From an optimization exercise on the open Yosys and OpenROAD flow, aimed at small area, a short achievable clock period and few clock cycles per item; shortcuts taken in it are not production practice. Function was checked by simulation only, so behaviour that the tests miss may differ from the original. Power figures rest on the tool's default switching activity, not on a simulated workload.

[run.sh]
#!/bin/bash
# synth_recipe.tcl (not shown) runs the flow's synth.tcl, then flattens the netlist and writes it again
# the make line also repeats each setting of config.mk as NAME=value (left out here)
make -C /OpenROAD-flow-scripts/flow DESIGN_CONFIG=/design/flow/config.mk WORK_HOME=/design/flow/orfs CLKGATE_MAP_FILE= SYNTH_SCRIPT=/design/flow/synth_recipe.tcl finish
[config.mk]
export PLATFORM = sky130hd
export DESIGN_NAME = BoothRadix4
export DESIGN_NICKNAME = BoothRadix4
export VERILOG_FILES = /design/flow/design.v
export SDC_FILE = /design/flow/constraint.sdc
export NUM_CORES = 4
export LEC_CHECK = 0
export ABC_AREA = 1
export CAP_MARGIN = 0
export CORE_MARGIN = 2
export CORE_UTILIZATION = 60
export GPL_TIMING_DRIVEN = 0
export PLACE_DENSITY = 0.7
export SLEW_MARGIN = 0
[constraint.sdc]
create_clock -name core_clock -period 3.5 [get_ports {clk}]
set_input_delay 0.7000 -clock core_clock [delete_from_list [all_inputs] [get_ports {clk}]]
set_output_delay 0.7000 -clock core_clock [all_outputs]
set_load 0.01 [all_outputs]
[design.v]
`timescale 1ns / 100 ps
module BoothRadix4 #(parameter N = 18)
(
    output wire [2*N-1:0] product,
    output wire           done,
    input wire [N-1:0]    mplier,
    input wire [N-1:0]    mcand,
    input wire            n_reset,
    input wire            start,
    input wire            clk
);
assign done = start & n_reset;
wire [N+1:0] b = {mplier, 1'b0};    
wire [N:0] x = {mcand[N-1], mcand};   
wire [8:0] one, two, neg;
genvar gi;
generate for (gi = 0; gi < 9; gi = gi + 1) begin : enc
    assign one[gi] = b[2*gi+1] ^ b[2*gi];
    assign two[gi] = (b[2*gi+2] & ~b[2*gi+1] & ~b[2*gi]) | (~b[2*gi+2] & b[2*gi+1] & b[2*gi]);
    assign neg[gi] = b[2*gi+2];
end endgenerate
wire [18:0] pp0 = (({19{one[0]}} & x) | ({19{two[0]}} & {x[17:0], 1'b0})) ^ {19{neg[0]}};
wire [18:0] pp1 = (({19{one[1]}} & x) | ({19{two[1]}} & {x[17:0], 1'b0})) ^ {19{neg[1]}};
wire [18:0] pp2 = (({19{one[2]}} & x) | ({19{two[2]}} & {x[17:0], 1'b0})) ^ {19{neg[2]}};
wire [18:0] pp3 = (({19{one[3]}} & x) | ({19{two[3]}} & {x[17:0], 1'b0})) ^ {19{neg[3]}};
wire [18:0] pp4 = (({19{one[4]}} & x) | ({19{two[4]}} & {x[17:0], 1'b0})) ^ {19{neg[4]}};
wire [18:0] pp5 = (({19{one[5]}} & x) | ({19{two[5]}} & {x[17:0], 1'b0})) ^ {19{neg[5]}};
wire [18:0] pp6 = (({19{one[6]}} & x) | ({19{two[6]}} & {x[17:0], 1'b0})) ^ {19{neg[6]}};
wire [18:0] pp7 = (({19{one[7]}} & x) | ({19{two[7]}} & {x[17:0], 1'b0})) ^ {19{neg[7]}};
wire [18:0] pp8 = (({19{one[8]}} & x) | ({19{two[8]}} & {x[17:0], 1'b0})) ^ {19{neg[8]}};
wire h0_s = neg[1] ^ pp0[2];
wire h0_c = neg[1] & pp0[2];
wire h1_s = pp0[3] ^ pp1[1];
wire h1_c = pp0[3] & pp1[1];
wire f0_s = neg[2] ^ pp0[4] ^ pp1[2];
wire f0_c = (neg[2] & pp0[4]) | (neg[2] & pp1[2]) | (pp0[4] & pp1[2]);
wire h2_s = pp2[0] ^ h1_c;
wire h2_c = pp2[0] & h1_c;
wire f1_s = pp0[5] ^ pp1[3] ^ pp2[1];
wire f1_c = (pp0[5] & pp1[3]) | (pp0[5] & pp2[1]) | (pp1[3] & pp2[1]);
wire h3_s = f0_c ^ f1_s;
wire h3_c = f0_c & f1_s;
wire f2_s = neg[3] ^ pp0[6] ^ pp1[4];
wire f2_c = (neg[3] & pp0[6]) | (neg[3] & pp1[4]) | (pp0[6] & pp1[4]);
wire f3_s = pp2[2] ^ pp3[0] ^ f1_c;
wire f3_c = (pp2[2] & pp3[0]) | (pp2[2] & f1_c) | (pp3[0] & f1_c);
wire h4_s = f2_s ^ h3_c;
wire h4_c = f2_s & h3_c;
wire f4_s = pp0[7] ^ pp1[5] ^ pp2[3];
wire f4_c = (pp0[7] & pp1[5]) | (pp0[7] & pp2[3]) | (pp1[5] & pp2[3]);
wire f5_s = pp3[1] ^ f2_c ^ f4_s;
wire f5_c = (pp3[1] & f2_c) | (pp3[1] & f4_s) | (f2_c & f4_s);
wire h5_s = f3_c ^ f5_s;
wire h5_c = f3_c & f5_s;
wire f6_s = neg[4] ^ pp0[8] ^ pp1[6];
wire f6_c = (neg[4] & pp0[8]) | (neg[4] & pp1[6]) | (pp0[8] & pp1[6]);
wire f7_s = pp2[4] ^ pp3[2] ^ pp4[0];
wire f7_c = (pp2[4] & pp3[2]) | (pp2[4] & pp4[0]) | (pp3[2] & pp4[0]);
wire f8_s = f4_c ^ f6_s ^ f7_s;
wire f8_c = (f4_c & f6_s) | (f4_c & f7_s) | (f6_s & f7_s);
wire h6_s = f5_c ^ f8_s;
wire h6_c = f5_c & f8_s;
wire f9_s = pp0[9] ^ pp1[7] ^ pp2[5];
wire f9_c = (pp0[9] & pp1[7]) | (pp0[9] & pp2[5]) | (pp1[7] & pp2[5]);
wire f10_s = pp3[3] ^ pp4[1] ^ f6_c;
wire f10_c = (pp3[3] & pp4[1]) | (pp3[3] & f6_c) | (pp4[1] & f6_c);
wire f11_s = f7_c ^ f9_s ^ f10_s;
wire f11_c = (f7_c & f9_s) | (f7_c & f10_s) | (f9_s & f10_s);
wire h7_s = f8_c ^ f11_s;
wire h7_c = f8_c & f11_s;
wire f12_s = neg[5] ^ pp0[10] ^ pp1[8];
wire f12_c = (neg[5] & pp0[10]) | (neg[5] & pp1[8]) | (pp0[10] & pp1[8]);
wire f13_s = pp2[6] ^ pp3[4] ^ pp4[2];
wire f13_c = (pp2[6] & pp3[4]) | (pp2[6] & pp4[2]) | (pp3[4] & pp4[2]);
wire f14_s = pp5[0] ^ f9_c ^ f12_s;
wire f14_c = (pp5[0] & f9_c) | (pp5[0] & f12_s) | (f9_c & f12_s);
wire f15_s = f13_s ^ f10_c ^ f14_s;
wire f15_c = (f13_s & f10_c) | (f13_s & f14_s) | (f10_c & f14_s);
wire h8_s = f11_c ^ f15_s;
wire h8_c = f11_c & f15_s;
wire f16_s = pp0[11] ^ pp1[9] ^ pp2[7];
wire f16_c = (pp0[11] & pp1[9]) | (pp0[11] & pp2[7]) | (pp1[9] & pp2[7]);
wire f17_s = pp3[5] ^ pp4[3] ^ pp5[1];
wire f17_c = (pp3[5] & pp4[3]) | (pp3[5] & pp5[1]) | (pp4[3] & pp5[1]);
wire f18_s = f12_c ^ f13_c ^ f16_s;
wire f18_c = (f12_c & f13_c) | (f12_c & f16_s) | (f13_c & f16_s);
wire f19_s = f17_s ^ f14_c ^ f18_s;
wire f19_c = (f17_s & f14_c) | (f17_s & f18_s) | (f14_c & f18_s);
wire h9_s = f15_c ^ f19_s;
wire h9_c = f15_c & f19_s;
wire f20_s = neg[6] ^ pp0[12] ^ pp1[10];
wire f20_c = (neg[6] & pp0[12]) | (neg[6] & pp1[10]) | (pp0[12] & pp1[10]);
wire f21_s = pp2[8] ^ pp3[6] ^ pp4[4];
wire f21_c = (pp2[8] & pp3[6]) | (pp2[8] & pp4[4]) | (pp3[6] & pp4[4]);
wire f22_s = pp5[2] ^ pp6[0] ^ f16_c;
wire f22_c = (pp5[2] & pp6[0]) | (pp5[2] & f16_c) | (pp6[0] & f16_c);
wire f23_s = f17_c ^ f20_s ^ f21_s;
wire f23_c = (f17_c & f20_s) | (f17_c & f21_s) | (f20_s & f21_s);
wire f24_s = f22_s ^ f18_c ^ f23_s;
wire f24_c = (f22_s & f18_c) | (f22_s & f23_s) | (f18_c & f23_s);
wire f25_s = pp0[13] ^ pp1[11] ^ pp2[9];
wire f25_c = (pp0[13] & pp1[11]) | (pp0[13] & pp2[9]) | (pp1[11] & pp2[9]);
wire f26_s = pp3[7] ^ pp4[5] ^ pp5[3];
wire f26_c = (pp3[7] & pp4[5]) | (pp3[7] & pp5[3]) | (pp4[5] & pp5[3]);
wire f27_s = pp6[1] ^ f20_c ^ f21_c;
wire f27_c = (pp6[1] & f20_c) | (pp6[1] & f21_c) | (f20_c & f21_c);
wire f28_s = f25_s ^ f26_s ^ f22_c;
wire f28_c = (f25_s & f26_s) | (f25_s & f22_c) | (f26_s & f22_c);
wire h10_s = f23_c ^ f27_s;
wire h10_c = f23_c & f27_s;
wire f29_s = neg[7] ^ pp0[14] ^ pp1[12];
wire f29_c = (neg[7] & pp0[14]) | (neg[7] & pp1[12]) | (pp0[14] & pp1[12]);
wire f30_s = pp2[10] ^ pp3[8] ^ pp4[6];
wire f30_c = (pp2[10] & pp3[8]) | (pp2[10] & pp4[6]) | (pp3[8] & pp4[6]);
wire f31_s = pp5[4] ^ pp6[2] ^ pp7[0];
wire f31_c = (pp5[4] & pp6[2]) | (pp5[4] & pp7[0]) | (pp6[2] & pp7[0]);
wire f32_s = f25_c ^ f26_c ^ f29_s;
wire f32_c = (f25_c & f26_c) | (f25_c & f29_s) | (f26_c & f29_s);
wire f33_s = f30_s ^ f31_s ^ f27_c;
wire f33_c = (f30_s & f31_s) | (f30_s & f27_c) | (f31_s & f27_c);
wire h11_s = f32_s ^ f28_c;
wire h11_c = f32_s & f28_c;
wire f34_s = pp0[15] ^ pp1[13] ^ pp2[11];
wire f34_c = (pp0[15] & pp1[13]) | (pp0[15] & pp2[11]) | (pp1[13] & pp2[11]);
wire f35_s = pp3[9] ^ pp4[7] ^ pp5[5];
wire f35_c = (pp3[9] & pp4[7]) | (pp3[9] & pp5[5]) | (pp4[7] & pp5[5]);
wire f36_s = pp6[3] ^ pp7[1] ^ f29_c;
wire f36_c = (pp6[3] & pp7[1]) | (pp6[3] & f29_c) | (pp7[1] & f29_c);
wire f37_s = f30_c ^ f31_c ^ f34_s;
wire f37_c = (f30_c & f31_c) | (f30_c & f34_s) | (f31_c & f34_s);
wire f38_s = f35_s ^ f36_s ^ f32_c;
wire f38_c = (f35_s & f36_s) | (f35_s & f32_c) | (f36_s & f32_c);
wire h12_s = f37_s ^ f33_c;
wire h12_c = f37_s & f33_c;
wire f39_s = neg[8] ^ pp0[16] ^ pp1[14];
wire f39_c = (neg[8] & pp0[16]) | (neg[8] & pp1[14]) | (pp0[16] & pp1[14]);
wire f40_s = pp2[12] ^ pp3[10] ^ pp4[8];
wire f40_c = (pp2[12] & pp3[10]) | (pp2[12] & pp4[8]) | (pp3[10] & pp4[8]);
wire f41_s = pp5[6] ^ pp6[4] ^ pp7[2];
wire f41_c = (pp5[6] & pp6[4]) | (pp5[6] & pp7[2]) | (pp6[4] & pp7[2]);
wire f42_s = pp8[0] ^ f34_c ^ f35_c;
wire f42_c = (pp8[0] & f34_c) | (pp8[0] & f35_c) | (f34_c & f35_c);
wire f43_s = f39_s ^ f40_s ^ f41_s;
wire f43_c = (f39_s & f40_s) | (f39_s & f41_s) | (f40_s & f41_s);
wire f44_s = f36_c ^ f37_c ^ f42_s;
wire f44_c = (f36_c & f37_c) | (f36_c & f42_s) | (f37_c & f42_s);
wire h13_s = f43_s ^ f38_c;
wire h13_c = f43_s & f38_c;
wire f45_s = pp0[17] ^ pp1[15] ^ pp2[13];
wire f45_c = (pp0[17] & pp1[15]) | (pp0[17] & pp2[13]) | (pp1[15] & pp2[13]);
wire f46_s = pp3[11] ^ pp4[9] ^ pp5[7];
wire f46_c = (pp3[11] & pp4[9]) | (pp3[11] & pp5[7]) | (pp4[9] & pp5[7]);
wire f47_s = pp6[5] ^ pp7[3] ^ pp8[1];
wire f47_c = (pp6[5] & pp7[3]) | (pp6[5] & pp8[1]) | (pp7[3] & pp8[1]);
wire f48_s = f39_c ^ f40_c ^ f41_c;
wire f48_c = (f39_c & f40_c) | (f39_c & f41_c) | (f40_c & f41_c);
wire f49_s = f45_s ^ f46_s ^ f47_s;
wire f49_c = (f45_s & f46_s) | (f45_s & f47_s) | (f46_s & f47_s);
wire f50_s = f42_c ^ f43_c ^ f48_s;
wire f50_c = (f42_c & f43_c) | (f42_c & f48_s) | (f43_c & f48_s);
wire h14_s = f49_s ^ f44_c;
wire h14_c = f49_s & f44_c;
wire f51_s = 1'b1 ^ pp1[16] ^ pp2[14];
wire f51_c = (1'b1 & pp1[16]) | (1'b1 & pp2[14]) | (pp1[16] & pp2[14]);
wire f52_s = pp3[12] ^ pp4[10] ^ pp5[8];
wire f52_c = (pp3[12] & pp4[10]) | (pp3[12] & pp5[8]) | (pp4[10] & pp5[8]);
wire f53_s = pp6[6] ^ pp7[4] ^ pp8[2];
wire f53_c = (pp6[6] & pp7[4]) | (pp6[6] & pp8[2]) | (pp7[4] & pp8[2]);
wire f54_s = ~pp0[18] ^ f45_c ^ f46_c;
wire f54_c = (~pp0[18] & f45_c) | (~pp0[18] & f46_c) | (f45_c & f46_c);
wire f55_s = f47_c ^ f51_s ^ f52_s;
wire f55_c = (f47_c & f51_s) | (f47_c & f52_s) | (f51_s & f52_s);
wire f56_s = f53_s ^ f48_c ^ f49_c;
wire f56_c = (f53_s & f48_c) | (f53_s & f49_c) | (f48_c & f49_c);
wire f57_s = f54_s ^ f55_s ^ f50_c;
wire f57_c = (f54_s & f55_s) | (f54_s & f50_c) | (f55_s & f50_c);
wire f58_s = 1'b1 ^ pp1[17] ^ pp2[15];
wire f58_c = (1'b1 & pp1[17]) | (1'b1 & pp2[15]) | (pp1[17] & pp2[15]);
wire f59_s = pp3[13] ^ pp4[11] ^ pp5[9];
wire f59_c = (pp3[13] & pp4[11]) | (pp3[13] & pp5[9]) | (pp4[11] & pp5[9]);
wire f60_s = pp6[7] ^ pp7[5] ^ pp8[3];
wire f60_c = (pp6[7] & pp7[5]) | (pp6[7] & pp8[3]) | (pp7[5] & pp8[3]);
wire f61_s = f51_c ^ f52_c ^ f53_c;
wire f61_c = (f51_c & f52_c) | (f51_c & f53_c) | (f52_c & f53_c);
wire f62_s = f58_s ^ f59_s ^ f60_s;
wire f62_c = (f58_s & f59_s) | (f58_s & f60_s) | (f59_s & f60_s);
wire f63_s = f54_c ^ f55_c ^ f61_s;
wire f63_c = (f54_c & f55_c) | (f54_c & f61_s) | (f55_c & f61_s);
wire h15_s = f62_s ^ f56_c;
wire h15_c = f62_s & f56_c;
wire f64_s = pp2[16] ^ pp3[14] ^ pp4[12];
wire f64_c = (pp2[16] & pp3[14]) | (pp2[16] & pp4[12]) | (pp3[14] & pp4[12]);
wire f65_s = pp5[10] ^ pp6[8] ^ pp7[6];
wire f65_c = (pp5[10] & pp6[8]) | (pp5[10] & pp7[6]) | (pp6[8] & pp7[6]);
wire f66_s = pp8[4] ^ ~pp1[18] ^ f58_c;
wire f66_c = (pp8[4] & ~pp1[18]) | (pp8[4] & f58_c) | (~pp1[18] & f58_c);
wire f67_s = f59_c ^ f60_c ^ f64_s;
wire f67_c = (f59_c & f60_c) | (f59_c & f64_s) | (f60_c & f64_s);
wire f68_s = f65_s ^ f66_s ^ f61_c;
wire f68_c = (f65_s & f66_s) | (f65_s & f61_c) | (f66_s & f61_c);
wire f69_s = f62_c ^ f67_s ^ f68_s;
wire f69_c = (f62_c & f67_s) | (f62_c & f68_s) | (f67_s & f68_s);
wire f70_s = 1'b1 ^ pp2[17] ^ pp3[15];
wire f70_c = (1'b1 & pp2[17]) | (1'b1 & pp3[15]) | (pp2[17] & pp3[15]);
wire f71_s = pp4[13] ^ pp5[11] ^ pp6[9];
wire f71_c = (pp4[13] & pp5[11]) | (pp4[13] & pp6[9]) | (pp5[11] & pp6[9]);
wire f72_s = pp7[7] ^ pp8[5] ^ f64_c;
wire f72_c = (pp7[7] & pp8[5]) | (pp7[7] & f64_c) | (pp8[5] & f64_c);
wire f73_s = f65_c ^ f70_s ^ f71_s;
wire f73_c = (f65_c & f70_s) | (f65_c & f71_s) | (f70_s & f71_s);
wire f74_s = f66_c ^ f72_s ^ f67_c;
wire f74_c = (f66_c & f72_s) | (f66_c & f67_c) | (f72_s & f67_c);
wire h16_s = f73_s ^ f68_c;
wire h16_c = f73_s & f68_c;
wire f75_s = pp3[16] ^ pp4[14] ^ pp5[12];
wire f75_c = (pp3[16] & pp4[14]) | (pp3[16] & pp5[12]) | (pp4[14] & pp5[12]);
wire f76_s = pp6[10] ^ pp7[8] ^ pp8[6];
wire f76_c = (pp6[10] & pp7[8]) | (pp6[10] & pp8[6]) | (pp7[8] & pp8[6]);
wire f77_s = ~pp2[18] ^ f70_c ^ f71_c;
wire f77_c = (~pp2[18] & f70_c) | (~pp2[18] & f71_c) | (f70_c & f71_c);
wire f78_s = f75_s ^ f76_s ^ f72_c;
wire f78_c = (f75_s & f76_s) | (f75_s & f72_c) | (f76_s & f72_c);
wire f79_s = f73_c ^ f77_s ^ f78_s;
wire f79_c = (f73_c & f77_s) | (f73_c & f78_s) | (f77_s & f78_s);
wire f80_s = 1'b1 ^ pp3[17] ^ pp4[15];
wire f80_c = (1'b1 & pp3[17]) | (1'b1 & pp4[15]) | (pp3[17] & pp4[15]);
wire f81_s = pp5[13] ^ pp6[11] ^ pp7[9];
wire f81_c = (pp5[13] & pp6[11]) | (pp5[13] & pp7[9]) | (pp6[11] & pp7[9]);
wire f82_s = pp8[7] ^ f75_c ^ f76_c;
wire f82_c = (pp8[7] & f75_c) | (pp8[7] & f76_c) | (f75_c & f76_c);
wire f83_s = f80_s ^ f81_s ^ f77_c;
wire f83_c = (f80_s & f81_s) | (f80_s & f77_c) | (f81_s & f77_c);
wire h17_s = f82_s ^ f78_c;
wire h17_c = f82_s & f78_c;
wire f84_s = pp4[16] ^ pp5[14] ^ pp6[12];
wire f84_c = (pp4[16] & pp5[14]) | (pp4[16] & pp6[12]) | (pp5[14] & pp6[12]);
wire f85_s = pp7[10] ^ pp8[8] ^ ~pp3[18];
wire f85_c = (pp7[10] & pp8[8]) | (pp7[10] & ~pp3[18]) | (pp8[8] & ~pp3[18]);
wire f86_s = f80_c ^ f81_c ^ f84_s;
wire f86_c = (f80_c & f81_c) | (f80_c & f84_s) | (f81_c & f84_s);
wire f87_s = f85_s ^ f82_c ^ f86_s;
wire f87_c = (f85_s & f82_c) | (f85_s & f86_s) | (f82_c & f86_s);
wire f88_s = 1'b1 ^ pp4[17] ^ pp5[15];
wire f88_c = (1'b1 & pp4[17]) | (1'b1 & pp5[15]) | (pp4[17] & pp5[15]);
wire f89_s = pp6[13] ^ pp7[11] ^ pp8[9];
wire f89_c = (pp6[13] & pp7[11]) | (pp6[13] & pp8[9]) | (pp7[11] & pp8[9]);
wire f90_s = f84_c ^ f85_c ^ f88_s;
wire f90_c = (f84_c & f85_c) | (f84_c & f88_s) | (f85_c & f88_s);
wire h18_s = f89_s ^ f86_c;
wire h18_c = f89_s & f86_c;
wire f91_s = pp5[16] ^ pp6[14] ^ pp7[12];
wire f91_c = (pp5[16] & pp6[14]) | (pp5[16] & pp7[12]) | (pp6[14] & pp7[12]);
wire f92_s = pp8[10] ^ ~pp4[18] ^ f88_c;
wire f92_c = (pp8[10] & ~pp4[18]) | (pp8[10] & f88_c) | (~pp4[18] & f88_c);
wire f93_s = f89_c ^ f91_s ^ f92_s;
wire f93_c = (f89_c & f91_s) | (f89_c & f92_s) | (f91_s & f92_s);
wire f94_s = 1'b1 ^ pp5[17] ^ pp6[15];
wire f94_c = (1'b1 & pp5[17]) | (1'b1 & pp6[15]) | (pp5[17] & pp6[15]);
wire f95_s = pp7[13] ^ pp8[11] ^ f91_c;
wire f95_c = (pp7[13] & pp8[11]) | (pp7[13] & f91_c) | (pp8[11] & f91_c);
wire f96_s = f94_s ^ f92_c ^ f95_s;
wire f96_c = (f94_s & f92_c) | (f94_s & f95_s) | (f92_c & f95_s);
wire f97_s = pp6[16] ^ pp7[14] ^ pp8[12];
wire f97_c = (pp6[16] & pp7[14]) | (pp6[16] & pp8[12]) | (pp7[14] & pp8[12]);
wire f98_s = ~pp5[18] ^ f94_c ^ f97_s;
wire f98_c = (~pp5[18] & f94_c) | (~pp5[18] & f97_s) | (f94_c & f97_s);
wire h19_s = f95_c ^ f98_s;
wire h19_c = f95_c & f98_s;
wire f99_s = 1'b1 ^ pp6[17] ^ pp7[15];
wire f99_c = (1'b1 & pp6[17]) | (1'b1 & pp7[15]) | (pp6[17] & pp7[15]);
wire f100_s = pp8[13] ^ f97_c ^ f99_s;
wire f100_c = (pp8[13] & f97_c) | (pp8[13] & f99_s) | (f97_c & f99_s);
wire h20_s = f98_c ^ f100_s;
wire h20_c = f98_c & f100_s;
wire f101_s = pp7[16] ^ pp8[14] ^ ~pp6[18];
wire f101_c = (pp7[16] & pp8[14]) | (pp7[16] & ~pp6[18]) | (pp8[14] & ~pp6[18]);
wire f102_s = f99_c ^ f101_s ^ f100_c;
wire f102_c = (f99_c & f101_s) | (f99_c & f100_c) | (f101_s & f100_c);
wire f103_s = 1'b1 ^ pp7[17] ^ pp8[15];
wire f103_c = (1'b1 & pp7[17]) | (1'b1 & pp8[15]) | (pp7[17] & pp8[15]);
wire h21_s = f101_c ^ f103_s;
wire h21_c = f101_c & f103_s;
wire f104_s = pp8[16] ^ ~pp7[18] ^ f103_c;
wire f104_c = (pp8[16] & ~pp7[18]) | (pp8[16] & f103_c) | (~pp7[18] & f103_c);
wire f105_s = 1'b1 ^ pp8[17] ^ f104_c;
wire f105_c = (1'b1 & pp8[17]) | (1'b1 & f104_c) | (pp8[17] & f104_c);
reg r0_0;
reg r0_1;
reg r1_0;
reg r2_0;
reg r2_1;
reg r3_0;
reg r3_1;
reg r4_0;
reg r4_1;
reg r5_0;
reg r5_1;
reg r6_0;
reg r6_1;
reg r7_0;
reg r7_1;
reg r8_0;
reg r8_1;
reg r9_0;
reg r9_1;
reg r10_0;
reg r10_1;
reg r11_0;
reg r11_1;
reg r12_0;
reg r12_1;
reg r12_2;
reg r13_0;
reg r13_1;
reg r13_2;
reg r14_0;
reg r14_1;
reg r14_2;
reg r15_0;
reg r15_1;
reg r15_2;
reg r16_0;
reg r16_1;
reg r16_2;
reg r17_0;
reg r17_1;
reg r17_2;
reg r18_0;
reg r18_1;
reg r18_2;
reg r19_0;
reg r19_1;
reg r19_2;
reg r20_0;
reg r20_1;
reg r20_2;
reg r21_0;
reg r21_1;
reg r21_2;
reg r22_0;
reg r22_1;
reg r22_2;
reg r23_0;
reg r23_1;
reg r23_2;
reg r24_0;
reg r24_1;
reg r24_2;
reg r25_0;
reg r25_1;
reg r25_2;
reg r26_0;
reg r26_1;
reg r26_2;
reg r27_0;
reg r27_1;
reg r28_0;
reg r28_1;
reg r29_0;
reg r29_1;
reg r30_0;
reg r30_1;
reg r31_0;
reg r31_1;
reg r32_0;
reg r32_1;
reg r33_0;
reg r34_0;
reg r34_1;
always @(posedge clk) begin
    if (done) begin
        r0_0 <= neg[0];
        r0_1 <= pp0[0];
        r1_0 <= pp0[1];
        r2_0 <= pp1[0];
        r2_1 <= h0_s;
        r3_0 <= h0_c;
        r3_1 <= h1_s;
        r4_0 <= f0_s;
        r4_1 <= h2_s;
        r5_0 <= h2_c;
        r5_1 <= h3_s;
        r6_0 <= f3_s;
        r6_1 <= h4_s;
        r7_0 <= h4_c;
        r7_1 <= h5_s;
        r8_0 <= h5_c;
        r8_1 <= h6_s;
        r9_0 <= h6_c;
        r9_1 <= h7_s;
        r10_0 <= h7_c;
        r10_1 <= h8_s;
        r11_0 <= h8_c;
        r11_1 <= h9_s;
        r12_0 <= f19_c;
        r12_1 <= f24_s;
        r12_2 <= h9_c;
        r13_0 <= f28_s;
        r13_1 <= h10_s;
        r13_2 <= f24_c;
        r14_0 <= h10_c;
        r14_1 <= f33_s;
        r14_2 <= h11_s;
        r15_0 <= f38_s;
        r15_1 <= h11_c;
        r15_2 <= h12_s;
        r16_0 <= f44_s;
        r16_1 <= h12_c;
        r16_2 <= h13_s;
        r17_0 <= f50_s;
        r17_1 <= h13_c;
        r17_2 <= h14_s;
        r18_0 <= f56_s;
        r18_1 <= h14_c;
        r18_2 <= f57_s;
        r19_0 <= f63_s;
        r19_1 <= h15_s;
        r19_2 <= f57_c;
        r20_0 <= f63_c;
        r20_1 <= h15_c;
        r20_2 <= f69_s;
        r21_0 <= f74_s;
        r21_1 <= h16_s;
        r21_2 <= f69_c;
        r22_0 <= f74_c;
        r22_1 <= h16_c;
        r22_2 <= f79_s;
        r23_0 <= f83_s;
        r23_1 <= h17_s;
        r23_2 <= f79_c;
        r24_0 <= f83_c;
        r24_1 <= f87_s;
        r24_2 <= h17_c;
        r25_0 <= f90_s;
        r25_1 <= h18_s;
        r25_2 <= f87_c;
        r26_0 <= f90_c;
        r26_1 <= h18_c;
        r26_2 <= f93_s;
        r27_0 <= f93_c;
        r27_1 <= f96_s;
        r28_0 <= f96_c;
        r28_1 <= h19_s;
        r29_0 <= h19_c;
        r29_1 <= h20_s;
        r30_0 <= h20_c;
        r30_1 <= f102_s;
        r31_0 <= h21_s;
        r31_1 <= f102_c;
        r32_0 <= h21_c;
        r32_1 <= f104_s;
        r33_0 <= f105_s;
        r34_0 <= ~pp8[18];
        r34_1 <= f105_c;
    end
end
wire oh22_s = r12_0 ^ r12_1;
wire oh22_c = r12_0 & r12_1;
wire of106_s = r13_0 ^ r13_1 ^ r13_2;
wire of106_c = (r13_0 & r13_1) | (r13_0 & r13_2) | (r13_1 & r13_2);
wire of107_s = r14_0 ^ r14_1 ^ r14_2;
wire of107_c = (r14_0 & r14_1) | (r14_0 & r14_2) | (r14_1 & r14_2);
wire of108_s = r15_0 ^ r15_1 ^ r15_2;
wire of108_c = (r15_0 & r15_1) | (r15_0 & r15_2) | (r15_1 & r15_2);
wire of109_s = r16_0 ^ r16_1 ^ r16_2;
wire of109_c = (r16_0 & r16_1) | (r16_0 & r16_2) | (r16_1 & r16_2);
wire of110_s = r17_0 ^ r17_1 ^ r17_2;
wire of110_c = (r17_0 & r17_1) | (r17_0 & r17_2) | (r17_1 & r17_2);
wire of111_s = r18_0 ^ r18_1 ^ r18_2;
wire of111_c = (r18_0 & r18_1) | (r18_0 & r18_2) | (r18_1 & r18_2);
wire of112_s = r19_0 ^ r19_1 ^ r19_2;
wire of112_c = (r19_0 & r19_1) | (r19_0 & r19_2) | (r19_1 & r19_2);
wire of113_s = r20_0 ^ r20_1 ^ r20_2;
wire of113_c = (r20_0 & r20_1) | (r20_0 & r20_2) | (r20_1 & r20_2);
wire of114_s = r21_0 ^ r21_1 ^ r21_2;
wire of114_c = (r21_0 & r21_1) | (r21_0 & r21_2) | (r21_1 & r21_2);
wire of115_s = r22_0 ^ r22_1 ^ r22_2;
wire of115_c = (r22_0 & r22_1) | (r22_0 & r22_2) | (r22_1 & r22_2);
wire of116_s = r23_0 ^ r23_1 ^ r23_2;
wire of116_c = (r23_0 & r23_1) | (r23_0 & r23_2) | (r23_1 & r23_2);
wire of117_s = r24_0 ^ r24_1 ^ r24_2;
wire of117_c = (r24_0 & r24_1) | (r24_0 & r24_2) | (r24_1 & r24_2);
wire of118_s = r25_0 ^ r25_1 ^ r25_2;
wire of118_c = (r25_0 & r25_1) | (r25_0 & r25_2) | (r25_1 & r25_2);
wire of119_s = r26_0 ^ r26_1 ^ r26_2;
wire of119_c = (r26_0 & r26_1) | (r26_0 & r26_2) | (r26_1 & r26_2);
wire oh23_s = r27_0 ^ r27_1;
wire oh23_c = r27_0 & r27_1;
wire oh24_s = r28_0 ^ r28_1;
wire oh24_c = r28_0 & r28_1;
wire oh25_s = r29_0 ^ r29_1;
wire oh25_c = r29_0 & r29_1;
wire oh26_s = r30_0 ^ r30_1;
wire oh26_c = r30_0 & r30_1;
wire oh27_s = r31_0 ^ r31_1;
wire oh27_c = r31_0 & r31_1;
wire oh28_s = r32_0 ^ r32_1;
wire oh28_c = r32_0 & r32_1;
wire [35:0] sum_a = {1'b1, r34_0, r33_0, oh27_c, oh26_c, oh25_c, oh24_c, oh23_c, oh23_s, of118_c, of117_c, of116_c, of115_c, of114_c, of113_c, of112_c, of111_c, of110_c, of109_c, of108_c, of107_c, of106_c, oh22_c, r12_2, r11_0, r10_0, r9_0, r8_0, r7_0, r6_0, r5_0, r4_0, r3_0, r2_0, r1_0, r0_0};
wire [35:0] sum_b = {1'b0, r34_1, oh28_c, oh28_s, oh27_s, oh26_s, oh25_s, oh24_s, of119_c, of119_s, of118_s, of117_s, of116_s, of115_s, of114_s, of113_s, of112_s, of111_s, of110_s, of109_s, of108_s, of107_s, of106_s, oh22_s, r11_1, r10_1, r9_1, r8_1, r7_1, r6_1, r5_1, r4_1, r3_1, r2_1, 1'b0, r0_1};
assign product = sum_a + sum_b;
endmodule
==> reports/qor.txt, run 1 <==
final worst slack = -0.01001 ns
setup slack after placement = -1.115 ns
GRT Total Usage = 37.49%
die height = 140.4 um
vias in the first global route = 10060
static leakage = 6.737 nW
switching share of power = 48.87%
Buffers on Ports = 73
MaxCap Viol Count = 0
Clock Power Share = 7.0%
placed inst area = 12390 um2
Crit. End Element = flop
crit path time final = 3.510 ns
CTS Root Cell = clkbuf_16
Hold-fix buffers, CTS = 0
DR vias = 10420
flops & latches, synth = 83
critical-path maximum fanout = 7
Initial Utilization = 61.74%
Post-layout nets = 1707
total CTS buffers = 9
Layout area overhead = 30.49%
global route overflow = 0
Horiz. Die Dim = 140.4 um
Tcrit/Tclk final = 100.3%
# setup viols final = 1
PD cells = 866.4 nW/um2
VDD IR max = 0.5504 mV
critical path arrival = 3.57 ns
layout cell share with drive strength beyond 1 = 28.68%
clk buf depth = 2
Post-DRT Antenna Nets = 0
total net switching power = 0.006170 W
Reg power frac = 14.2%
cell taking the most area after synthesis = edfxtp_1
critical path class = input pin to flop
FP Rows = 49
Seq/Total Area, Yosys = 22.32%
first-pass GRT wire length = 56.37 mm
slew of the pin with the lowest slew margin = 0.7594 ns
Worst Setup Start Kind = input pin
Slew Limit Headroom = 49.37%
Int Pwr = 0.006455 W
Blocking Checks = setup timing
final hold slack = 0.5746 ns
hpwl dp = 25.92 mm
Final Hold Fails = 0
Avg Inst Size Synth = 8.683 um2
synthesized cell area = 11170 um2
post-synthesis net count = 1509
filler cell count = 1123
n_diodes = 0
core area = 18090 um2
post-route cell area = 14570 um2
YS warnings = 1
die area = 19720 um2
CTS H-tree lvls = 3
hold path depth = 1
CP required = 3.56 ns
# clock sinks = 83
combinational share of power = 78.8%
largest net degree at the start of global routing = 84
status = finished with violations
Synth area leaders = edfxtp_1, fa_1, xor2_1
initial DRC count = 1342
achievable clock frequency = 284.9 MHz
clock-pin slew on the worst setup and hold paths = 0.06 ns
initial antenna violation count = 1
IO Count = 76
WL/cell = 22.03 um
Synth top area share = 22.32%
Slew Viols, Final = 0
Detailed Route WL = 37.85 mm
via-per-instance ratio = 6.062
Yosys cell types = 34
crit path from = mplier[3]
CTS tree = done
Worst Hold Class = input pin to flop
DRT Pass-1 Iters = 8
hold path startpoint = mplier[1]
gpl congestion = 1.040
Cells after Synth = 1286
DRC violations left = 0
-- critical path: stages --
cell	delay (ns)
clkbuf_4	0.20
nand2_2	0.12
nand2_2	0.10
o21ai_4	0.09
buf_6	0.15
buf_4	0.15
o22ai_1	0.23
xor2_1	0.28
fa_1	0.50
fa_1	0.59
fa_1	0.47
-- routing by layer --
metal	up-vias	wire [um]	track usage, %
met5	-	8	0
met4	2	2276	15.68
met3	189	4085	7.145
met2	796	16980	61.20
met1	4820	14500	49.39
li1	4608	-	-
-- power by group through the flow --
stage | clock network, W | logic, W | registers [W]
after global routing | 0.000932 | 0.0109 | 0.00182
final | 0.000889 | 0.00995 | 0.00179
after floorplan | 0 | 0.00515 | 0.00176
after CTS | 0.000899 | 0.00915 | 0.00179
after global placement | 0 | 0.00815 | 0.00179
after detailed placement | 0 | 0.00833 | 0.00180
-- Yosys cell counts, drive strengths merged --
| cell type | count |
|---|---|
| ha | 73 |
| a21boi | 1 |
| clkbuf | 11 |
| o21a | 1 |
| nor2 | 63 |
| clkinv | 19 |
| fa | 111 |
| buf | 44 |
| xor2 | 177 |
| o22ai | 152 |
| o21ai | 32 |
| o21bai | 2 |
| nand4 | 1 |
| edfxtp | 83 |
| nand2 | 224 |
| a21oi | 44 |
| a31oi | 1 |
| nand3 | 30 |
| nor3 | 6 |
| o211ai | 1 |
| a211oi | 5 |
| inv | 204 |
| xnor2 | 1 |
-- logic make-up after synthesis --
| family | synth area share (%) |
|---|---|
| and+or+nand+nor | 11.59 |
| buffers and inverters | 10.53 |
| AOI/OAI and AO/OA | 13.52 |
| adders and majority gates | 28.08 |
| xor gates and xnor gates | 13.96 |
| DFF | 22.32 |
-- timing repair --
item                                    CTS  global route
endpoints found under the setup margin   80            38
buffers inserted                         78            36
resized for setup                       267           145
pin swaps                                52            52
-- metrics by stage --
stage / std cells / total power, W / utilization (%) / TNS, ns
after global placement: 1588 / 0.009936 / 68.34 / -61.14
final: 1718 / 0.01263 / 80.57 / -0.01001
after CTS: 1683 / 0.01184 / 77.30 / -0.02303
after floorplan: 1286 / 0.006913 / - / -0.006289
after detailed placement: 1589 / 0.01014 / 68.51 / -41.31
after global routing: 1718 / 0.01365 / 80.57 / -0.4875
-- cells in the final DEF, fill, tap and decap left out, types with 4 or more instances in the layout --
cell type        count
nor2_2              13
nand2_2             22
o22ai_2             32
nand2_1            188
xor2_2              10
clkbuf_8             7
buf_4              114
clkbuf_16            9
nand2_4             14
a21oi_1             25
fa_1                87
fa_2                24
edfxtp_1            83
dlymetal6s2s_1      12
clkinv_4            18
clkdlybuf4s50_1     19
nand3_1             28
o21ai_1              7
xor2_1             167
a211oi_1             5
ha_4                16
clkbuf_2            21
buf_12               4
o21ai_0             16
dlygate4sd2_1       14
buf_6               21
o22ai_1            118
inv_2               18
nor2_1              39
o21ai_4              8
inv_1              181
buf_8               11
nor2_4              11
a21oi_2             19
buf_2               11
nor3_1               4
ha_1                55
-- path summary, 6_finish.rpt --
kind	end	slack, ns
worst max-delay path	r12_1	-0.01
worst min-delay path	r0_0	0.57
-- area by class of cell --
cell class / count / area, um2 / share of cell area [%]
plain buffers: 54 / 580.6 / 3.984
clock buffers: 11 / 232.7 / 1.597
clock inverters: 5 / 53.80 / 0.3692
inverters: 223 / 957.2 / 6.569
multi-input cells: 925 / 8408 / 57.70
flip-flops and latches: 83 / 2492 / 17.10
well taps: 229 / 286.5 / 1.966
repair buffers: 188 / 1560 / 10.71
Testbench counts, summed over its fixed seeds: cycles 2,408, items 2,400.
==> run 2: changes to the inputs <==
--- a/config.mk
+++ b/config.mk
@@ -7,8 +7,7 @@
 export LEC_CHECK = 0
 export ABC_AREA = 1
-export CAP_MARGIN = 0
+export CAP_MARGIN = 20
 export CORE_MARGIN = 2
-export CORE_UTILIZATION = 60
-export GPL_TIMING_DRIVEN = 0
-export PLACE_DENSITY = 0.7
-export SLEW_MARGIN = 0
+export CORE_UTILIZATION = 40
+export PLACE_DENSITY = 0.6
+export SLEW_MARGIN = 20
==> run 2 against run 1 <==
  * Cell count increased by 9.3%
  * Highest routed layer is now met4
  * The run now finishes clean
  * Critical path depth is 2 lower
  * Global-route usage fell by 15 points
  * Design area is 1.9% higher
  * Combinational power down 2.6%
  * Routed wire length decreased by 12%
  * Fmax grew 1.9%
  * Largest cell class unchanged
  * Largest power group unchanged
  * Synthesized cell count stayed put
  * Clock power rose by 12%
  * Die area up 48%
  * Sequential share of layout area fell by 0.32 points
==> reports/qor.txt, run 2 <==
Clock Power Share = 8.0% (+1.0 points)
clk buf depth = 2 (unchanged)
# setup viols final = 0 (-1)
Synth Area in Compound Gates = 13.52% (unchanged)
combinational share of power = 77.7% (-1.1 points)
achievable clock frequency = 290.3 MHz (+1.9%)
hold path depth = 1 (unchanged)
FP Rows = 61 (+24%)
global route overflow = 0 (unchanged)
RSZ-0062 raised after global routing = yes
end of the critical path = r18_2
first-pass GRT wire length = 51.72 mm (-8.3%)
CTS Root Cell = clkbuf_16
hpwl dp = 27.11 mm (+4.6%)
crit path time final = 3.445 ns (-0.06500 ns)
final hold slack = 0.6738 ns (+0.09916 ns)
Finished Core Util = 53.75% (-27 points)
gpl congestion = 0.9402 (-9.6%)
Reg power frac = 14.3% (about the same)
Final Hold Fails = 0 (unchanged)
EDFF count, synth = 83 (unchanged)
VDD IR max = 0.4491 mV (-18%)
vias in the first global route = 9497 (-5.6%)
cell taking the most area after synthesis = edfxtp_1
top-count cell post-synth = nand2_1
static leakage = 6.759 nW (+0.33%)
Initial Utilization = 40.42% (-21 points)
commonest non-fill, non-tap cells in the layout = nand2_1, inv_1, xor2_1, buf_4, o22ai_1
simple-gate area share of the yosys netlist = 11.59% (unchanged)
flops & latches, synth = 83 (unchanged)
Seq/Total Area, Yosys = 22.32% (unchanged)
adder-cell area share of the yosys netlist = 28.08% (unchanged)
initial antenna violation count = 1 (unchanged)
switching share of power = 47.57% (-1.3 points)
Total Power = 0.01247 W (-1.2%)
Yosys cell types = 34 (unchanged)
post-synthesis xor/xnor area fraction = 13.96% (unchanged)
CTS tree = done
CP required = 3.56 ns (about the same)
Slew Limit Headroom = 62.77% (+13 points)
n_diodes = 0 (unchanged)
Detailed Route WL = 33.18 mm (-12%)
commonest non-fill, non-tap cell in the layout = nand2_1
Synth area leaders = edfxtp_1, fa_1, xor2_1
CTS H-tree lvls = 3 (unchanged)
commonest cells in the netlist = nand2_1, inv_1, xor2_1
Tcrit/Tclk final = 98.43% (-1.9 points)
total CTS buffers = 9 (unchanged)
largest family of logic cells by synthesized area = adder cells
YS warnings = 1 (unchanged)
IO Count = 76 (unchanged)
WL/cell = 17.67 um (-20%)
Layout area overhead = 32.97%
# clock sinks = 83 (unchanged)
filler cell count = 2553 (+130%)
slew of the pin with the lowest slew margin = 0.5527 ns (-0.2068 ns)
die height = 171.1 um (+22%)
layout cell share with drive strength beyond 1 = 28.00% (-0.68 points)
crit path from = mcand[16]
via-per-instance ratio = 5.079 (-16%)
status = timing/DRC/antenna clean
critical path arrival = 3.50 ns (-0.07 ns)
mux cell area share after synthesis = 0% (unchanged)
Post-layout nets = 1718 (+0.64%)
critical-path maximum fanout = 5 (-2)
Cells after Synth = 1286 (unchanged)
clock-pin slew on the worst setup and hold paths = 0.06 ns (about the same)
Buffers on Ports = 75 (+2.7%)
synthesized cell area = 11170 um2 (unchanged)
ys flop type = edfxtp_1
initial DRC count = 816 (-39%)
Avg Inst Size Synth = 8.683 um2 (unchanged)
Slew Viols, Final = 0 (unchanged)
Crit. End Element = flop
Worst Setup Start Kind = input pin
Horiz. Die Dim = 171.1 um (+22%)
critical path class = input pin to flop
Synth top area share = 22.32% (unchanged)
MaxCap Viol Count = 0 (unchanged)
Int Pwr = 0.006537 W (+1.3%)
post-synthesis net count = 1509 (unchanged)
die area = 29270 um2 (+48%)
ys async rst share = 0% (unchanged)
total net switching power = 0.005931 W (-3.9%)
GRT Total Usage = 22.75% (-15 points)
DRC violations left = 0 (unchanged)
PD cells = 839.6 nW/um2 (-3.1%)
Post-DRT Antenna Nets = 0 (unchanged)
Worst Hold Class = input pin to flop
DR vias = 9538 (-8.4%)
DRT Pass-1 Iters = 5 (-3)
Hold-fix buffers, CTS = 0 (unchanged)
largest net degree at the start of global routing = 84 (unchanged)
core area = 27630 um2 (+53%)
==> run 2: layout make-up <==
type                    instances  area, um2  share of cell area [%]
clock inverters                 7      98.84                  0.6657
multi-input cells             925       8498                   57.23
flip-flops and latches         83       2492                   16.78
inverters                     223      863.3                   5.814
repair buffers                253       2198                   14.80
well taps                     378      473.0                   3.185
clock buffers                   9      225.2                   1.517
==> run 2: critical path, cell delays in order <==
cell and delay (ns):
clkdlybuf4s50_1 0.47, clkinv_2 0.10, buf_4 0.18, o22ai_2 0.16
xor2_1 0.20, fa_1 0.47, fa_2 0.41, fa_2 0.34
fa_1 0.48
==> run 2: cell families after synthesis <==
group | Yosys count
buffers and inverters | 278
adder cells (fa/ha/maj) | 184
AND/OR/NAND/NOR | 324
flip-flops | 83
XOR/XNOR | 178
AO/OA/AOI/OAI | 239
==> run 2: routing by layer <==
metal | up-vias | track usage, % | share of wire, %
met4 | 0 | 6.595 | 3.0
met5 | - | 0 | 0
met2 | 305 | 37.03 | 45
met1 | 4564 | 32.65 | 47
met3 | 48 | 1.550 | 4.8
li1 | 4621 | - | -
==> run 2: how the worst min path moves through the flow <==
stage | startpoint | to
floorplan | mplier[1] | r0_0
global placement | mplier[1] | r0_0
detailed placement | mplier[1] | r0_0
CTS | mplier[1] | r0_0
global route | mplier[1] | r0_0
finish | mplier[1] | r0_0
==> run 2: stage by stage <==
step | setup WS, ns | area (um2) | TNS [ns] | instances
after detailed placement | -0.8298 | 13440 | -29.25 | 1838
after floorplan | -0.006289 | 11340 | -0.006289 | 1286
final | 0.05498 | 14850 | 0 | 1878
after global routing | -0.03784 | 14850 | -0.1309 | 1878
after CTS | -0.2381 | 14200 | -0.6772 | 1865
after global placement | -0.7487 | 13440 | -25.90 | 1838
==> run 2: power by group through the flow <==
stage	Combinational, W	Clock [W]	Sequential, W
floorplan	0.00515	0	0.00176
global placement	0.00860	0	0.00180
detailed placement	0.00873	0	0.00180
CTS	0.00927	0.00102	0.00178
global route	0.0108	0.00105	0.00181
finish	0.00969	0.00100	0.00178
==> run 2: repair_timing <==
item | 4_1_cts | 5_1_grt
pin swaps | 30 | 61
gates cloned | 0 | 2
buffers inserted | 11 | 11
hold endpoints to repair | 0 | 0
setup endpoints to repair | 68 | 37
resized for setup | 139 | 170
==> run 3: changes to the inputs <==
==> flow/run.sh (new file) <==
#!/bin/bash
# Own layout flow: the standard ORFS flow, with the port buffers made of
# plain sky130 buffers (buf_4) instead of the cell buffer_ports picks by itself.
# The full make output goes to standard.log in the work folder; ORFS's per-step
# logs stay under orfs/logs/.
set -euo pipefail
export BUFFER_PORTS_ARGS="-buffer_cell sky130_fd_sc_hd__buf_4"
if ! bash standard.sh > standard.log 2>&1; then
  tail -40 standard.log
  exit 1
fi
tail -5 standard.log
==> standard.sh (new file) <==
#!/bin/bash
# synth_recipe.tcl (not shown) runs the flow's synth.tcl, then flattens the netlist and writes it again
# the make line also repeats each setting of config.mk as NAME=value (left out here)
make -C /OpenROAD-flow-scripts/flow DESIGN_CONFIG=/design/flow/config.mk WORK_HOME=/design/flow/orfs CLKGATE_MAP_FILE= SYNTH_SCRIPT=/design/flow/synth_recipe.tcl "${@:-finish}"
removed: run.sh
==> run 3 against run 2 <==
  * Still clean on timing, DRC and antenna
  * Core utilization down 4.3 points
  * Die area unchanged
  * Non-clock buffer count down 52
  * Critical path depth up 2
  * Clock power about the same
  * Fmax up 2.6%
  * Critical endpoint is now product[31]
  * Highest routed layer unchanged
==> reports/qor.txt, run 3 <==
status = timing/DRC/antenna clean
CTS tree = done
Hold-fix buffers, CTS = 0 (unchanged)
synthesized cell area = 11170 um2 (unchanged)
Slew Limit Headroom = 59.41% (-3.4 points)
post-synthesis net count = 1509 (unchanged)
Post-DRT Antenna Nets = 0 (unchanged)
critical-path maximum fanout = 5 (unchanged)
clk buf depth = 2 (unchanged)
Total Power = 0.01171 W (-6.1%)
via-per-instance ratio = 5.129 (+0.99%)
Slew Viols, Final = 0 (unchanged)
filler cell count = 2722 (+6.6%)
total CTS buffers = 9 (unchanged)
EDFF count, synth = 83 (unchanged)
commonest non-fill, non-tap cells in the layout = nand2_1, inv_1, buf_4, xor2_1, o22ai_1
post-route cell area = 13660 um2 (-8.0%)
biggest cell delay along the critical path = 0.55 ns (+0.07 ns)
slew of the pin with the lowest slew margin = 0.6025 ns (+0.04984 ns)
Post-layout nets = 1666 (-3.0%)
# clock sinks = 83 (unchanged)
Final Hold Fails = 0 (unchanged)
layout cell share with drive strength beyond 1 = 21.69% (-6.3 points)
static leakage = 6.315 nW (-6.6%)
placed inst area = 13110 um2 (-2.5%)
Finished Core Util = 49.44% (-4.3 points)
gpl congestion = 0.9296 (-1.1%)
TNS Setup = 0 ns (unchanged)
CTS H-tree lvls = 3 (unchanged)
Critical-path top delay cell = fa_1
Seq/Total Area, Yosys = 22.32% (unchanged)
clock-pin slew on the worst setup and hold paths = 0.07 ns (about the same)
global route overflow = 0 (unchanged)
YS warnings = 1 (unchanged)
Buffers on Ports = 75 (unchanged)
CP cell instances = fa_1 > ha_2 > a21oi_2 > o21ai_0 > inv_1 > nand2_1 > a21oi_1 > nand2_1 > nand2_1 > nand2_1 > buf_4
CTS Root Cell = clkbuf_16
PD cells = 857.1 nW/um2 (+2.1%)
Horiz. Die Dim = 171.1 um (unchanged)
top-count cell post-synth = nand2_1
most used cell, CP = nand2_1
DR vias = 9371 (-1.8%)
Crit. End Element = primary output
largest net degree at the start of global routing = 85 (+1.2%)
Initial Utilization = 40.42% (unchanged)
CP required = 2.80 ns (-0.76 ns)
ys async rst share = 0% (unchanged)
FP Rows = 61 (unchanged)
flops & latches, synth = 83 (unchanged)
WL/cell = 18.00 um (+1.9%)
achievable clock frequency = 297.8 MHz (+2.6%)
IO Count = 76 (unchanged)
critical path class = flop to primary output
Worst Setup Start Kind = flop
Layout area overhead = 22.32%
Avg Inst Size Synth = 8.683 um2 (unchanged)
VDD IR max = 0.5160 mV (+15%)
cell taking the most area after synthesis = edfxtp_1
DRC violations left = 0 (unchanged)
die area = 29270 um2 (unchanged)
initial antenna violation count = 1 (unchanged)
first-pass GRT wire length = 52.40 mm (+1.3%)
die height = 171.1 um (unchanged)
hpwl dp = 27.27 mm (+0.60%)
initial DRC count = 663 (-19%)
Synth area leaders = edfxtp_1, fa_1, xor2_1
final hold slack = 0.7495 ns (+0.07565 ns)
Detailed Route WL = 32.89 mm (-0.89%)
Storage cell area = 2492 um2 (unchanged)
commonest non-fill, non-tap cell in the layout = nand2_1
Worst Hold Class = input pin to flop
Tcrit/Tclk final = 95.96% (-2.5 points)
critical path arrival = 2.66 ns (-0.84 ns)
commonest cells in the netlist = nand2_1, inv_1, xor2_1
Cells after Synth = 1286 (unchanged)
DRT Pass-1 Iters = 5 (unchanged)
Synth top area share = 22.32% (unchanged)
crit path time final = 3.359 ns (-0.08651 ns)
ys flop type = edfxtp_1
# setup viols final = 0 (unchanged)
MaxCap Viol Count = 0 (unchanged)
Yosys cell types = 34 (unchanged)
Worst Path Buf+Inv = 2 (-1)
GRT Total Usage = 23.10% (+0.35 points)
crit-path leading delay family = adder cells
core area = 27630 um2 (unchanged)
vias in the first global route = 9450 (-0.49%)
area of the multi-input gates = 7848 um2 (-7.7%)
[run 3: cell types whose count changed in the layout (fill, tap and decap cells not counted), sizes merged]
cell,change
clkdlybuf4s50,-32
buf,+23
clkbuf,-20
dlygate4sd2,-12
inv,-7
clkinv,+6
dlymetal6s2s,-6
clkdlybuf4s15,-4
diode,+1
[run 3: where the power goes]
group / total [W] / switching (W) / internal (W)
sequential: 0.00180 / 0.000148 / 0.00165
combinational: 0.00890 / 0.00518 / 0.00372
clock: 0.00101 / 0.000380 / 0.000627
[run 3: cell families after synthesis]
group / share of synthesized area (%)
flip-flops: 22.32
AO/OA/AOI/OAI: 13.52
buffers and inverters: 10.53
XOR/XNOR: 13.96
AND/OR/NAND/NOR: 11.59
adder cells (fa/ha/maj): 28.08
[run 3: final cells by class]
| type | instances | share of cell area, % |
|---|---|---|
| sequential | 83 | 18.25 |
| inverter | 223 | 6.256 |
| antenna | 1 | 0.01832 |
| clock inverter | 6 | 0.6504 |
| multi-input combinational | 925 | 57.45 |
| timing repair buffer | 201 | 12.24 |
| tap | 378 | 3.462 |
| clock buffer | 10 | 1.676 |
[run 3: stage by stage]
stage	instances	setup WS (ns)
final	1827	0.1415
after global routing	1827	-0.01122
after CTS	1825	0.02655
after detailed placement	1809	-0.1855
after global placement	1809	-0.1623
after floorplan	1286	-0.006289
[run 3: routing by layer]
metal / GRT usage [%] / wire, um / vias up
met5: 0 / 0 / -
met4: 7.443 / 990 / 0
met3: 3.539 / 2198 / 49
met2: 36.71 / 14740 / 341
met1: 32.35 / 14960 / 4443
li1: - / - / 4538
[run 3: final timing paths]
| kind | end | depth (start not counted) | slack (ns) | start |
|---|---|---|---|---|
| min | r0_1 | 3 | 0.75 | mcand[0] |
| max | product[31] | 11 | 0.14 | r22_0 |
[run 3: what timing repair did]
action / 4_1_cts / 5_1_grt
resized for setup: 0 / 60
buffers inserted: 0 / 1
setup endpoints to repair: 0 / 19
==> run 4: changes to the inputs <==
==> flow/run.sh (replaced) <==
#!/bin/bash
# Own layout flow: the ORFS flow through standard.sh, with these changes:
#  - synthesis: standard synthesis (synth_recipe.tcl unchanged);
#  - port buffers are plain sky130 buffers (buf_2) instead of the cell
#    buffer_ports picks by itself;
#  - extra ORFS make settings for the layout steps: MATCH_CELL_FOOTPRINT=0
# The full make output goes to standard.log in the work folder; ORFS's per-step
# logs stay under orfs/logs/.
set -euo pipefail
SYNTH=""

export BUFFER_PORTS_ARGS="-buffer_cell sky130_fd_sc_hd__buf_2"
if ! bash standard.sh $SYNTH MATCH_CELL_FOOTPRINT=0 finish > standard.log 2>&1; then
  tail -40 standard.log
  exit 1
fi
tail -5 standard.log
==> run 4 against run 3 <==
  * Flip-flop and latch count did not move
  * Largest cell class unchanged
  * Setup slack got worse by 0.043 ns
  * Non-clock buffer count is 3 higher
  * Critical path type is now input pin to flop
  * Synthesized cell count unchanged
  * Largest power group unchanged
  * Still clean
  * Critical endpoint is now r19_2
  * Core utilization decreased by 1.2 points
  * Sequential share of layout area up 0.47 points
==> reports/qor.txt, run 4 <==
Layout area overhead = 19.26%
Final Hold Fails = 0 (unchanged)
initial DRC count = 606 (-8.6%)
# clock sinks = 83 (unchanged)
Cells after Synth = 1286 (unchanged)
CTS Root Cell = clkbuf_16
achievable clock frequency = 294.0 MHz (-1.3%)
Avg Inst Size Synth = 8.683 um2 (unchanged)
DRC violations left = 0 (unchanged)
top-count cell post-synth = nand2_1
n_diodes = 0 (-1)
ys async rst share = 0% (unchanged)
vias in the first global route = 9172 (-2.9%)
Hold-fix buffers, CTS = 0 (unchanged)
first-pass GRT wire length = 50.72 mm (-3.2%)
gpl congestion = 0.9430 (+1.4%)
adder-cell area share of the yosys netlist = 28.08% (unchanged)
commonest non-fill, non-tap cell in the layout = nand2_1
via-per-instance ratio = 5.044 (-1.7%)
Synth area leaders = edfxtp_1, fa_1, xor2_1
mux cell area share after synthesis = 0% (unchanged)
# setup viols final = 0 (unchanged)
end of the critical path = r19_2
commonest non-fill, non-tap cells in the layout = nand2_1, inv_1, xor2_1, o22ai_1, buf_4
crit path from = mplier[7]
final worst slack = 0.09806 ns (-0.04344 ns)
DRT Pass-1 Iters = 5 (unchanged)
critical path class = input pin to flop
critical path arrival = 3.45 ns (+0.79 ns)
final cell count without fillers = 1829 (+0.11%)
clk buf depth = 2 (unchanged)
placed inst area = 12830 um2 (-2.1%)
global route overflow = 0 (unchanged)
post-synthesis net count = 1509 (unchanged)
Buffers on Ports = 75 (unchanged)
commonest cells in the netlist = nand2_1, inv_1, xor2_1
total net switching power = 0.005500 W (-3.6%)
Post-layout nets = 1669 (+0.18%)
slew of the pin with the lowest slew margin = 0.5024 ns (-0.1001 ns)
MaxCap Viol Count = 0 (unchanged)
critical-path maximum fanout = 8 (+3)
Reg power frac = 16.3% (+0.9 points)
Slew Limit Headroom = 66.15% (+6.7 points)
Clock Power Share = 9.1% (+0.5 points)
flops & latches, synth = 83 (unchanged)
layout cell share with drive strength beyond 1 = 21.36% (-0.32 points)
simple-gate area share of the yosys netlist = 11.59% (unchanged)
Detailed Route WL = 32.00 mm (-2.7%)
IO Count = 76 (unchanged)
Crit. End Element = flop
combinational share of power = 74.6% (-1.4 points)
Synth top area share = 22.32% (unchanged)
ys flop type = edfxtp_1
PD cells = 827.4 nW/um2 (-3.5%)
cell taking the most area after synthesis = edfxtp_1
Seq/Total Area, Yosys = 22.32% (unchanged)
synthesized cell area = 11170 um2 (unchanged)
post-route cell area = 13320 um2 (-2.5%)
GRT Total Usage = 22.44% (-0.66 points)
CTS tree = done
Initial Utilization = 40.42% (unchanged)
Yosys cell types = 34 (unchanged)
Post-DRT Antenna Nets = 0 (unchanged)
setup slack after placement = -0.2586 ns (-0.07314 ns)
FP Rows = 61 (unchanged)
WL/cell = 17.49 um (-2.8%)
largest net degree at the start of global routing = 84 (-1.2%)
crit path time final = 3.402 ns (+0.04344 ns)
RSZ-0062 raised after global routing = yes
TNS Setup = 0 ns (unchanged)
Int Pwr = 0.005519 W (-8.0%)
die height = 171.1 um (unchanged)
die area = 29270 um2 (unchanged)
post-synthesis xor/xnor area fraction = 13.96% (unchanged)
Worst Setup Start Kind = input pin
status = timing/DRC/antenna clean
total CTS buffers = 9 (unchanged)
placed insts = 1812 (+0.17%)
filler cell count = 2735 (+0.48%)
Synth Area in Compound Gates = 13.52% (unchanged)
Tcrit/Tclk final = 97.20% (+1.2 points)
EDFF count, synth = 83 (unchanged)
largest family of logic cells by synthesized area = adder cells
CP required = 3.55 ns (+0.75 ns)
Slew Viols, Final = 0 (unchanged)
YS warnings = 1 (unchanged)
static leakage = 6.227 nW (-1.4%)
initial antenna violation count = 2 (+1)
Worst Hold Class = input pin to flop
switching share of power = 49.91% (+1.2 points)
DR vias = 9226 (-1.5%)
clock-pin slew on the worst setup and hold paths = 0.07 ns (about the same)
hpwl dp = 26.87 mm (-1.5%)
CTS H-tree lvls = 3 (unchanged)
core area = 27630 um2 (unchanged)
Horiz. Die Dim = 171.1 um (unchanged)
VDD IR max = 0.3984 mV (-23%)
-- run 4: cell counts after synthesis --
No cell type changed its count.
-- run 4: worst max-delay path, stage by stage --
cell and delay (ns):
buf_2 0.21, inv_4 0.07, nand2_1 0.11, o21ai_4 0.11, buf_4 0.19, o22ai_1 0.22
xor2_1 0.27, fa_1 0.21, inv_1 0.05, fa_1 0.45, fa_2 0.41, fa_1 0.44
-- run 4: worst min-delay path by stage --
stage / start / end / slack, ns / cells after the start
after floorplan: mplier[1] / r0_0 / 0.80 / 0
after global placement: mcand[0] / r0_1 / 1.08 / 3
after detailed placement: mcand[0] / r0_1 / 1.10 / 3
after CTS: mcand[0] / r0_1 / 0.75 / 3
after global routing: mcand[0] / r0_1 / 0.78 / 3
final: mcand[0] / r0_1 / 0.76 / 3
-- run 4: final cells by class --
class                   instances  area, um2  share of cell area (%)
multi-input cells             925       7789                   58.48
clock buffers                  10      229.0                   1.719
clock inverters                 6      86.33                  0.6483
repair buffers                204       1394                   10.47
well taps                     378      473.0                   3.551
inverters                     223      854.6                   6.417
flip-flops and latches         83       2492                   18.71
-- run 4: power by group through the flow --
stage / Clock [W] / Sequential, W / Combinational (W)
5_1_grt: 0.00107 / 0.00183 / 0.00935
4_1_cts: 0.00102 / 0.00180 / 0.00778
3_3_place_gp: 0 / 0.00181 / 0.00760
3_5_place_dp: 0 / 0.00182 / 0.00775
6_report: 0.00101 / 0.00179 / 0.00822
2_1_floorplan: 0 / 0.00176 / 0.00515
-- run 4: per-layer routing --
layer / part of all wire (%) / up-vias / GRT usage, % / wire [um]
li1: - / 4534 / - / -
met5: 0.034 / - / 0 / 11
met1: 46 / 4339 / 31.95 / 14800
met2: 44 / 303 / 35.26 / 14120
met3: 6.3 / 48 / 2.822 / 2017
met4: 3.3 / 2 / 7.775 / 1045
-- run 4: kinds of logic (layout without fill, tap and decap cells) --
group | Yosys count | after routing
adders and majority gates | 184 | 184
AOI/OAI and AO/OA | 239 | 239
buffers and inverters | 278 | 443
DFF | 83 | 83
xor gates and xnor gates | 178 | 178
and+or+nand+nor | 324 | 324
-- run 4: through the flow --
stage               total power [W]  utilization [%]  hold slack, ns
floorplan                  0.006913                -          0.7989
global placement           0.009413            46.45           1.084
detailed placement         0.009566            46.45           1.097
CTS                         0.01060            47.60          0.7486
global route                0.01224            48.20          0.7816
finish                      0.01102            48.20          0.7555
-- run 4: timing repair --
action,in CTS,in global routing
setup buffers,0,1
pin swaps,1,1
gates cloned,0,0
resized for setup,0,44
endpoints found under the setup margin,1,19
hold endpoints to repair,0,0
==> run 5: changes to the inputs <==
==> flow/run.sh (replaced) <==
#!/bin/bash
# Own layout flow: the ORFS flow through standard.sh, with these changes:
#  - synthesis: standard synthesis (synth_recipe.tcl unchanged);
#  - port buffers are plain sky130 buffers (buf_4) instead of the cell
#    buffer_ports picks by itself;
#  - extra ORFS make settings for the layout steps: MATCH_CELL_FOOTPRINT=0
# The full make output goes to standard.log in the work folder; ORFS's per-step
# logs stay under orfs/logs/.
set -euo pipefail
SYNTH=""

export BUFFER_PORTS_ARGS="-buffer_cell sky130_fd_sc_hd__buf_4"
if ! bash standard.sh $SYNTH MATCH_CELL_FOOTPRINT=0 finish > standard.log 2>&1; then
  tail -40 standard.log
  exit 1
fi
tail -5 standard.log
==> run 5 against run 4 <==
  * Still clean
  * Die area unchanged
  * Setup slack improved by 0.043 ns
  * Critical path depth is 1 lower
  * Critical path type is now flop to primary output
  * Highest routed layer is now met4
==> reports/qor.txt, run 5 <==
CTS H-tree lvls = 3 (unchanged)
critical path arrival = 2.66 ns (-0.79 ns)
critical path class = flop to primary output
status = timing/DRC/antenna clean
FP Rows = 61 (unchanged)
CTS Root Cell = clkbuf_16
layout cell share with drive strength beyond 1 = 21.69% (+0.32 points)
via-per-instance ratio = 5.129 (+1.7%)
static leakage = 6.315 nW (+1.4%)
WL/cell = 18.00 um (+2.9%)
DRT Pass-1 Iters = 5 (unchanged)
die area = 29270 um2 (unchanged)
initial DRC count = 663 (+9.4%)
largest net degree at the start of global routing = 85 (+1.2%)
hpwl dp = 27.27 mm (+1.5%)
# setup viols final = 0 (unchanged)
PD cells = 857.1 nW/um2 (+3.6%)
Detailed Route WL = 32.89 mm (+2.8%)
Synth top area share = 22.32% (unchanged)
first-pass GRT wire length = 52.40 mm (+3.3%)
CTS tree = done
Critical-path top delay cell = fa_1
YS warnings = 1 (unchanged)
Worst Hold Class = input pin to flop
EDFF count, synth = 83 (unchanged)
VDD IR max = 0.5160 mV (+30%)
Avg Inst Size Synth = 8.683 um2 (unchanged)
commonest cells in the netlist = nand2_1, inv_1, xor2_1
# clock sinks = 83 (unchanged)
ys async rst share = 0% (unchanged)
flops & latches, synth = 83 (unchanged)
Slew Viols, Final = 0 (unchanged)
Yosys cell types = 34 (unchanged)
ys flop type = edfxtp_1
Storage cell area = 2492 um2 (unchanged)
final hold slack = 0.7495 ns (-0.006000 ns)
total CTS buffers = 9 (unchanged)
IO Count = 76 (unchanged)
crit path from = r22_0
most used cell, CP = nand2_1
Total Power = 0.01171 W (+6.2%)
biggest cell delay along the critical path = 0.55 ns (+0.10 ns)
Seq/Total Area, Yosys = 22.32% (unchanged)
Worst Setup Start Kind = flop
Buffers on Ports = 75 (unchanged)
crit path time final = 3.359 ns (-0.04344 ns)
cell taking the most area after synthesis = edfxtp_1
achievable clock frequency = 297.8 MHz (+1.3%)
Crit. End Element = primary output
Hold-fix buffers, CTS = 0 (unchanged)
Post-layout nets = 1666 (-0.18%)
DR vias = 9371 (+1.6%)
Final Hold Fails = 0 (unchanged)
placed insts = 1809 (-0.17%)
area of the multi-input gates = 7848 um2 (+0.76%)
Synth area leaders = edfxtp_1, fa_1, xor2_1
MaxCap Viol Count = 0 (unchanged)
synthesized cell area = 11170 um2 (unchanged)
post-synthesis net count = 1509 (unchanged)
end of the critical path = product[31]
Layout area overhead = 22.32%
DRC violations left = 0 (unchanged)
final cell count without fillers = 1827 (-0.11%)
critical-path maximum fanout = 5 (-3)
Slew Limit Headroom = 59.41% (-6.7 points)
CP required = 2.80 ns (-0.75 ns)
slew of the pin with the lowest slew margin = 0.6025 ns (+0.1001 ns)
Post-DRT Antenna Nets = 0 (unchanged)
GRT Total Usage = 23.10% (+0.66 points)
Horiz. Die Dim = 171.1 um (unchanged)
filler cell count = 2722 (-0.48%)
commonest non-fill, non-tap cells in the layout = nand2_1, inv_1, buf_4, xor2_1, o22ai_1
clock-pin slew on the worst setup and hold paths = 0.07 ns (about the same)
hold path depth = 3 (unchanged)
Initial Utilization = 40.42% (unchanged)
global route overflow = 0 (unchanged)
top-count cell post-synth = nand2_1
Cells after Synth = 1286 (unchanged)
initial antenna violation count = 1 (-1)
die height = 171.1 um (unchanged)
vias in the first global route = 9450 (+3.0%)
clk buf depth = 2 (unchanged)
gpl congestion = 0.9296 (-1.4%)
Tcrit/Tclk final = 95.96% (-1.2 points)
CP cell instances = fa_1 > ha_2 > a21oi_2 > o21ai_0 > inv_1 > nand2_1 > a21oi_1 > nand2_1 > nand2_1 > nand2_1 > buf_4
commonest non-fill, non-tap cell in the layout = nand2_1
core area = 27630 um2 (unchanged)
run 5: layout make-up:
class	count	area share [%]
Inverter	223	6.256
Tap cell	378	3.462
Clock buffer	10	1.676
Clock inverter	6	0.6504
Antenna cell	1	0.01832
Multi-Input combinational cell	925	57.45
Timing Repair Buffer	201	12.24
Sequential cell	83	18.25
run 5: kinds of logic (layout without fill, tap and decap cells):
kind of cell             after synthesis  in the layout  synth area share (%)
adder cells (fa/ha/maj)              184            184                 28.08
AND/OR/NAND/NOR                      324            324                 11.59
AO/OA/AOI/OAI                        239            239                 13.52
XOR/XNOR                             178            178                 13.96
flip-flops                            83             83                 22.32
other                                  0              1                     0
buffers and inverters                278            440                 10.53
run 5: critical path, delay by kind of cell (launching register included):
kind / cells / cell delay, ns
AND/OR/NAND/NOR: 4 / 0.25
buffers and inverters: 2 / 0.21
AO/OA/AOI/OAI: 3 / 0.60
flip-flops: 1 / 0.40
adder cells (fa/ha/maj): 2 / 0.87
run 5: metal layers:
metal  vias up  wire length [um]  GRT usage (%)
met3        49              2198          3.539
li1       4538                 -              -
met1      4443             14960          32.35
met2       341             14740          36.71
met5         -                 0              0
met4         0               990          7.443
run 5: worst min path at each step:
stage	end	startpoint
floorplan	r0_0	mplier[1]
global placement	r0_1	mcand[0]
detailed placement	r0_1	mcand[0]
CTS	r0_1	mcand[0]
global route	r0_1	mcand[0]
finish	r0_1	mcand[0]
run 5: power by group:
group          internal (W)  switching, W  total (W)
clock network      0.000627      0.000380    0.00101
logic               0.00372       0.00518    0.00890
registers           0.00165      0.000148    0.00180
run 5: per-stage QoR:
step | util, % | setup WS, ns | area, um2 | setup TNS, ns
final | 49.44 | 0.1415 | 13660 | 0
after global routing | 49.44 | -0.01122 | 13660 | -0.01847
after CTS | 48.61 | 0.02655 | 13430 | 0
after detailed placement | 47.46 | -0.1855 | 13110 | -1.838
after global placement | 47.46 | -0.1623 | 13110 | -1.104
after floorplan | - | -0.006289 | 11340 | -0.006289
run 5: what timing repair did:
item                       in CTS  in global routing
setup endpoints to repair       0                 19
resized for setup               0                 60
setup buffers                   0                  1

## port drivers added, routing unchanged
No port has a modelled driver above. Below, the same layouts with a new extraction and two added sets of constraints.
Step 1, drivers: a clkbuf_16 drives clk and a buf_2 each remaining input, both assumed.
Step 2 also shifts input and output timing later by t, the mid clock arrival at the registers, as if the neighbouring blocks saw the same clock.
Three values: no drivers, after step 1, after step 2; two values: the first two.
run	shift t [ns]	slack for setup (ns)
run 1	0.368	-0.010 / 0.000 / -0.368
run 2	0.363	0.055 / 0.045 / -0.300
run 3	0.362	0.141 / 0.105 / -0.181
run 4	0.363	0.098 / 0.111 / -0.252
run 5	0.362	0.141 / 0.105 / -0.181
With both steps, setup timing fails in run 2, run 3, run 4 and run 5, where it was met with ideal ports.
